This design comes from an exercise in tuning for small area on the open sky130 flow, not from production work. Only simulation tests tie the RTL to the original design; equivalence was not proved. Power figures rest on the tool's default switching activity, not on a simulated workload.

Setup of run A:
==> flow/design.v <==
module useless_boxes(input  logic       clk,
                     input  logic       reset,
                     input  logic [9:0] switch,
                     output logic [9:0] PWM);
	logic [14:0] count;
	always_ff @(posedge clk)
		if (reset || count == 15'd20000) count <= 15'd0;
		else count <= count + 15'd1;
	logic lt3200, lt1500;
	assign lt3200 = count < 15'd3200;
	assign lt1500 = count < 15'd1500;
	logic [11:0] x;
	assign x = 12'd3199 - count[11:0];
	logic [5:0] kq, ks, kf;
	logic [5:0] dq, ds, df;
	assign dq = x / 12'd35;
	assign ds = x / 12'd29;
	assign df = x / 12'd60;
	assign kq = (dq > 6'd20) ? 6'd20 : dq;
	assign ks = (ds > 6'd50) ? 6'd50 : ds;
	assign kf = (df > 6'd20) ? 6'd20 : df;
	genvar i;
	generate
		for (i = 0; i < 10; i = i + 1) begin : box_gen_loop
			useless_box box(.clk(clk), .reset(reset), .sw(switch[i]),
			                .lt3200(lt3200), .lt1500(lt1500),
			                .kq(kq), .ks(ks), .kf(kf), .PWM(PWM[i]));
		end
	endgenerate
endmodule
module useless_box(input  logic       clk,
                   input  logic       reset,
                   input  logic       sw,
                   input  logic       lt3200,
                   input  logic       lt1500,
                   input  logic [5:0] kq, ks, kf,
                   output logic       PWM);
	logic w, h;
	always_ff @(posedge clk) begin
		w <= !reset && !w && !h && sw;
		h <= !reset && (w || (h && sw));
	end
	logic [2:0] s;
	always_ff @(posedge clk)
		if (reset) s <= 3'd1;
		else if (w) s <= {s[1:0], s[2] ^ s[1]};
	localparam logic [16:0] CLR = 17'h00204;
	localparam logic [16:0] INV = 17'h0AAAA;
	logic [16:0] r, q, qn;
	logic z, step;
	assign q = r ^ INV;
	assign z = (q[15:0] == 16'd0);
	assign step = z & !q[16];
	assign qn = {q[15:0], q[16] ^ q[13] ^ z};
	always_ff @(posedge clk)
		if (reset || w) r <= CLR ^ INV;
		else r <= qn ^ INV;
	logic [5:0] n;
	logic sat;
	assign sat = n[5] & n[4] & n[2];   
	always_ff @(posedge clk)
		if (reset || w) n <= 6'd0;
		else if (step && !sat) n <= n + 6'd1;
	logic [5:0] k;
	always_comb
		case (s[1:0])
			2'b10: k = ks;
			2'b11: k = kf;
			default: k = kq;
		endcase
	logic act;
	assign act = sw & !w;
	always_ff @(posedge clk)
		PWM <= lt3200 & (!act | lt1500 | (n <= k));
endmodule
make LEC_CHECK=0 CAP_MARGIN=20 CORE_MARGIN=2 CORE_UTILIZATION=40 PLACE_DENSITY=0.6 SLEW_MARGIN=20 finish   # period 10.0 ns
run.sh (not shown) runs the stock make flow with config.mk's settings and CLKGATE_MAP_FILE= SYNTH_SCRIPT=/design/flow/synth_recipe.tcl, a recipe that flattens the netlist after the stock synthesis.
### run A -> run B
--- a/flow/design.v
+++ b/flow/design.v
@@ -7,20 +7,36 @@
 		if (reset || count == 15'd20000) count <= 15'd0;
 		else count <= count + 15'd1;
 	logic lt3200, lt1500;
 	assign lt3200 = count < 15'd3200;
 	assign lt1500 = count < 15'd1500;
-	logic [11:0] x;
-	assign x = 12'd3199 - count[11:0];
-	logic [5:0] kq, ks, kf;
-	logic [5:0] dq, ds, df;
-	assign dq = x / 12'd35;
-	assign ds = x / 12'd29;
-	assign df = x / 12'd60;
-	assign kq = (dq > 6'd20) ? 6'd20 : dq;
-	assign ks = (ds > 6'd50) ? 6'd50 : ds;
-	assign kf = (df > 6'd20) ? 6'd20 : df;
+	logic frame0;
+	assign frame0 = reset || count == 15'd20000;
+	logic [5:0] rq, rf;
+	logic [4:0] rs;
+	logic [4:0] kq, kf;
+	logic [5:0] ks;
+	logic goq, gos, gof;
+	assign goq = count[11:0] >= 12'd2496;   
+	assign gos = count[11:0] >= 12'd1728;   
+	assign gof = count[11:0] >= 12'd1984;   
+	always_ff @(posedge clk)
+		if (frame0) begin
+			rq <= 6'd14;   
+			rs <= 5'd9;    
+			rf <= 6'd19;   
+			kq <= 5'd20;
+			ks <= 6'd50;
+			kf <= 5'd20;
+		end else begin
+			rq <= (rq == 6'd0) ? 6'd34 : rq - 6'd1;
+			rs <= (rs == 5'd0) ? 5'd28 : rs - 5'd1;
+			rf <= (rf == 6'd0) ? 6'd59 : rf - 6'd1;
+			if (rq == 6'd0 && goq) kq <= kq - 5'd1;
+			if (rs == 5'd0 && gos) ks <= ks - 6'd1;
+			if (rf == 6'd0 && gof) kf <= kf - 5'd1;
+		end
 	genvar i;
 	generate
 		for (i = 0; i < 10; i = i + 1) begin : box_gen_loop
 			useless_box box(.clk(clk), .reset(reset), .sw(switch[i]),
 			                .lt3200(lt3200), .lt1500(lt1500),
@@ -31,11 +47,12 @@
 module useless_box(input  logic       clk,
                    input  logic       reset,
                    input  logic       sw,
                    input  logic       lt3200,
                    input  logic       lt1500,
-                   input  logic [5:0] kq, ks, kf,
+                   input  logic [4:0] kq, kf,
+                   input  logic [5:0] ks,
                    output logic       PWM);
 	logic w, h;
 	always_ff @(posedge clk) begin
 		w <= !reset && !w && !h && sw;
 		h <= !reset && (w || (h && sw));
@@ -60,16 +77,19 @@
 	assign sat = n[5] & n[4] & n[2];   
 	always_ff @(posedge clk)
 		if (reset || w) n <= 6'd0;
 		else if (step && !sat) n <= n + 6'd1;
 	logic [5:0] k;
-	always_comb
-		case (s[1:0])
-			2'b10: k = ks;
-			2'b11: k = kf;
-			default: k = kq;
-		endcase
+	assign k = s[1] ? (s[0] ? {1'b0, kf} : ks) : {1'b0, kq};
+	logic [6:0] c;
+	assign c[0] = 1'b0;
+	genvar j;
+	generate
+		for (j = 0; j < 6; j = j + 1) begin : cmp
+			assign c[j+1] = (n[j] & !k[j]) | (n[j] & c[j]) | (!k[j] & c[j]);
+		end
+	endgenerate
 	logic act;
 	assign act = sw & !w;
 	always_ff @(posedge clk)
-		PWM <= lt3200 & (!act | lt1500 | (n <= k));
+		PWM <= lt3200 & (!act | lt1500 | !c[6]);
 endmodule
## What came out
Across run B and run A, the outcome is the same: a clean finish for every run.
Diff run B and run A: post-layout net count higher in run A
Compared with run A, run B shows a higher clock power share.
Per the comparison of run B with run A, leakage power lower, final area lower, max-slew violation total from the final report roughly the same, power per cell area higher, multi-input gate share of the layout cell area lower.
Run A has a higher critical path depth than run B.
Note that the sequential cell count recorded for run B amounts to 1.11 times the value seen in run A.
Taking run A as the reference, in run B final setup slack of the worst path increased by 5900 ps relative to the old numbers; synthesized area decreased by about 19% relative to the old numbers.

========
useless_boxes, a different RTL version from the one above (not shown whole).
Size in the first run: ~1200 cells after synthesis, about 330 flip-flops, ~22 I/O pins.
==> module useless_boxes, before the edit <==
module useless_boxes(input  logic       clk,
                     input  logic       reset,
                     input  logic [9:0] switch,
                     output logic [9:0] PWM);
	logic signed [9:0] fa;
	logic [5:0] fb;
	logic frame0;
	assign frame0 = reset || (fa == -10'sd281 && fb == 6'd0);   
	always_ff @(posedge clk)
		if (frame0) begin
			fa <= 10'sd53;   
			fb <= 6'd40;
		end else if (fb == 6'd59) begin
			fa <= fa - 10'sd1;
			fb <= 6'd0;
		end else
			fb <= fb + 6'd1;
	logic lt3200, lt1500;
	assign lt3200 = !fa[9];
	assign lt1500 = fa > 10'sd28 || (fa == 10'sd28 && fb < 6'd40);
	logic [5:0] rq;
	logic [4:0] rs;
	logic [4:0] kq, kf;
	logic [5:0] ks;
	logic goq, gos;
	assign kf = (fa[4:0] > 5'd20) ? 5'd20 : fa[4:0];   
	assign goq = fa < 10'sd12;                               
	assign gos = fa < 10'sd24 || (fa == 10'sd24 && fb > 6'd20);   
	logic evq, evs;
	assign evq = &rq;
	assign evs = &rs;
	always_ff @(posedge clk)
		if (frame0) begin
			rq <= 6'b110110;   
			rs <= 5'b10010;    
			kq <= 5'd20;
			ks <= 6'd50;
		end else begin
			rq <= evq ? 6'b101000 : {rq[4:0], rq[5] ^ rq[4]};
			rs <= evs ? 5'b11000 : {rs[3:0], rs[4] ^ rs[2]};
			if (evq && goq) kq <= kq - 5'd1;
			if (evs && gos) ks <= ks - 6'd1;
		end
	genvar i;
	generate
		for (i = 0; i < 10; i = i + 1) begin : box_gen_loop
			useless_box box(.clk(clk), .reset(reset), .sw(switch[i]),
			                .lt3200(lt3200), .lt1500(lt1500),
			                .kq(kq), .ks(ks), .kf(kf), .PWM(PWM[i]));
		end
	endgenerate
endmodule
export LEC_CHECK = 0
export CAP_MARGIN = 20
export CORE_MARGIN = 2
export CORE_UTILIZATION = 40
export PLACE_DENSITY = 0.6
export SLEW_MARGIN = 20
create_clock -name core_clock -period 10.0 [get_ports {clk}]
standard.sh (not shown) runs the stock make flow with config.mk's settings and CLKGATE_MAP_FILE= SYNTH_SCRIPT=/design/flow/synth_recipe.tcl, a recipe that flattens the netlist after the stock synthesis.
==> flow/flow/run.sh <==
#!/bin/bash
# Layout: the standard flow (standard.sh) with these changes:
#  - synthesis is synth_recipe.tcl unchanged except that ABC maps the
#    combinational logic with the area-oriented script area.abc
#    (area_synth.tcl); registers and their names are untouched;
#  - adders are left to ABC instead of being mapped to half/full-adder
#    cells beforehand (ADDER_MAP_FILE empty);
#  - the input and output ports are buffered with buf_1 cells;
set -uo pipefail
work=$(pwd)
bash standard.sh \
  "SYNTH_SCRIPT=$work/flow/area_synth.tcl" \
  "ADDER_MAP_FILE=" \
  "BUFFER_PORTS_ARGS=-inputs -outputs -buffer_cell sky130_fd_sc_hd__buf_1" \
  "CTS_ARGS=-sink_clustering_enable -repair_clock_nets -dont_use_dummy_load -buf_list sky130_fd_sc_hd__clkbuf_4 -sink_clustering_size 10 -sink_clustering_max_diameter 50" \
  finish > standard.log 2>&1
==> flow/flow/area.abc <==
strash
&get -n
&fraig -x
&put
scorr
dc2
strash
balance
rewrite
refactor
balance
rewrite
rewrite -z
balance
refactor -z
rewrite -z
balance
&get -n
&dch -f
&nf -R 3000 -a -E 50
&put
strash
balance
rewrite
refactor
balance
rewrite
rewrite -z
balance
refactor -z
rewrite -z
balance
&get -n
&dch -f
&nf -R 3000 -a -E 50
&put
topo
stime -c
==> flow/flow/area_synth.tcl <==
# The standard synthesis (synth_recipe.tcl, sourced unchanged), except
# that ABC maps the logic with the area-oriented script area.abc beside
# this file. Registers, their names and cell types are not affected: ABC
# only remaps the combinational logic between them.
set area_abc [file join [file dirname [file normalize [info script]]] area.abc]
proc abc {args} {
  global area_abc
  set i [lsearch -exact $args -script]
  if {$i >= 0} {
    set args [lreplace $args $i [expr {$i + 1}] -script $area_abc]
  }
  yosys abc {*}$args
}
source [file join [file dirname [file dirname $area_abc]] synth_recipe.tcl]
Rerun with:
--- a/flow/design.v
+++ b/flow/design.v
@@ -25,22 +25,19 @@
 	logic goq, gos;
 	assign kf = (fa[4:0] > 5'd20) ? 5'd20 : fa[4:0];   
 	assign goq = fa < 10'sd12;                               
 	assign gos = fa < 10'sd24 || (fa == 10'sd24 && fb > 6'd20);   
-	logic evq, evs;
-	assign evq = &rq;
-	assign evs = &rs;
 	always_ff @(posedge clk)
 		if (frame0) begin
-			rq <= 6'b110110;   
-			rs <= 5'b10010;    
+			rq <= 6'd14;   
+			rs <= 5'd9;    
 			kq <= 5'd20;
 			ks <= 6'd50;
 		end else begin
-			rq <= evq ? 6'b101000 : {rq[4:0], rq[5] ^ rq[4]};
-			rs <= evs ? 5'b11000 : {rs[3:0], rs[4] ^ rs[2]};
-			if (evq && goq) kq <= kq - 5'd1;
-			if (evs && gos) ks <= ks - 6'd1;
+			rq <= (rq == 6'd0) ? 6'd34 : rq - 6'd1;
+			rs <= (rs == 5'd0) ? 5'd28 : rs - 5'd1;
+			if (rq == 6'd0 && goq) kq <= kq - 5'd1;
+			if (rs == 5'd0 && gos) ks <= ks - 6'd1;
 		end
 	genvar i;
 	generate
 		for (i = 0; i < 10; i = i + 1) begin : box_gen_loop
The new run completed with no timing, DRC or antenna violations.
Flip-flop and latch count does not change.
First-iteration DRC count decreases by 27%.
Total power decreases by 0.37%.
Final area hardly moves.
Synthesized area stays flat.
Global-route usage decreases by 0.11 points.
Clock power decreases by about 1%.
Clock skew decreases by 0.046 ns.

-- what the ideal ports hide --
The flow's constraints put no driver on any port. The routed layouts listed below were extracted and timed again, unchanged, in two steps. Step 1 (the two cells are an assumption about what drives the block):
set clk [get_ports {clk}]
set_driving_cell -lib_cell sky130_fd_sc_hd__clkbuf_16 $clk
set_driving_cell -lib_cell sky130_fd_sc_hd__buf_2 [delete_from_list [all_inputs] $clk]
Step 2 times the ports against the registers' clock, not the clock port: input delays grow and output delays shrink by t, the midpoint of the rising clock arrivals with the driver on. a / b / c = ideal ports / drivers / drivers and shift; a / b = the first two.
run | t, ns | slack for setup (ns) | hold WS [ns] | worst setup path after step 2 | worst register clock-pin slew, ns
run A | 0.574 | 0.719 / 0.719 / 0.719 | 0.372 / 0.372 / 0.372 | register to register | 0.06 / 0.06
run B | 0.564 | 6.619 / 6.572 / 6.139 | 0.376 / 0.376 / 0.376 | input to register | 0.06 / 0.06
the first run of note 2 | 0.657 | 6.855 / 6.808 / 6.364 | 0.347 / 0.347 / 0.347 | input to register | 0.11 / 0.11
the second run of note 2 | 0.679 | 6.871 / 6.829 / 6.296 | 0.377 / 0.377 / 0.377 | input to register | 0.11 / 0.11
After both steps every run listed still meets setup and hold. For the second run of note 2, which loses most, drivers alone change the setup slack by -0.042 ns; drivers and shift together by -0.575 ns.
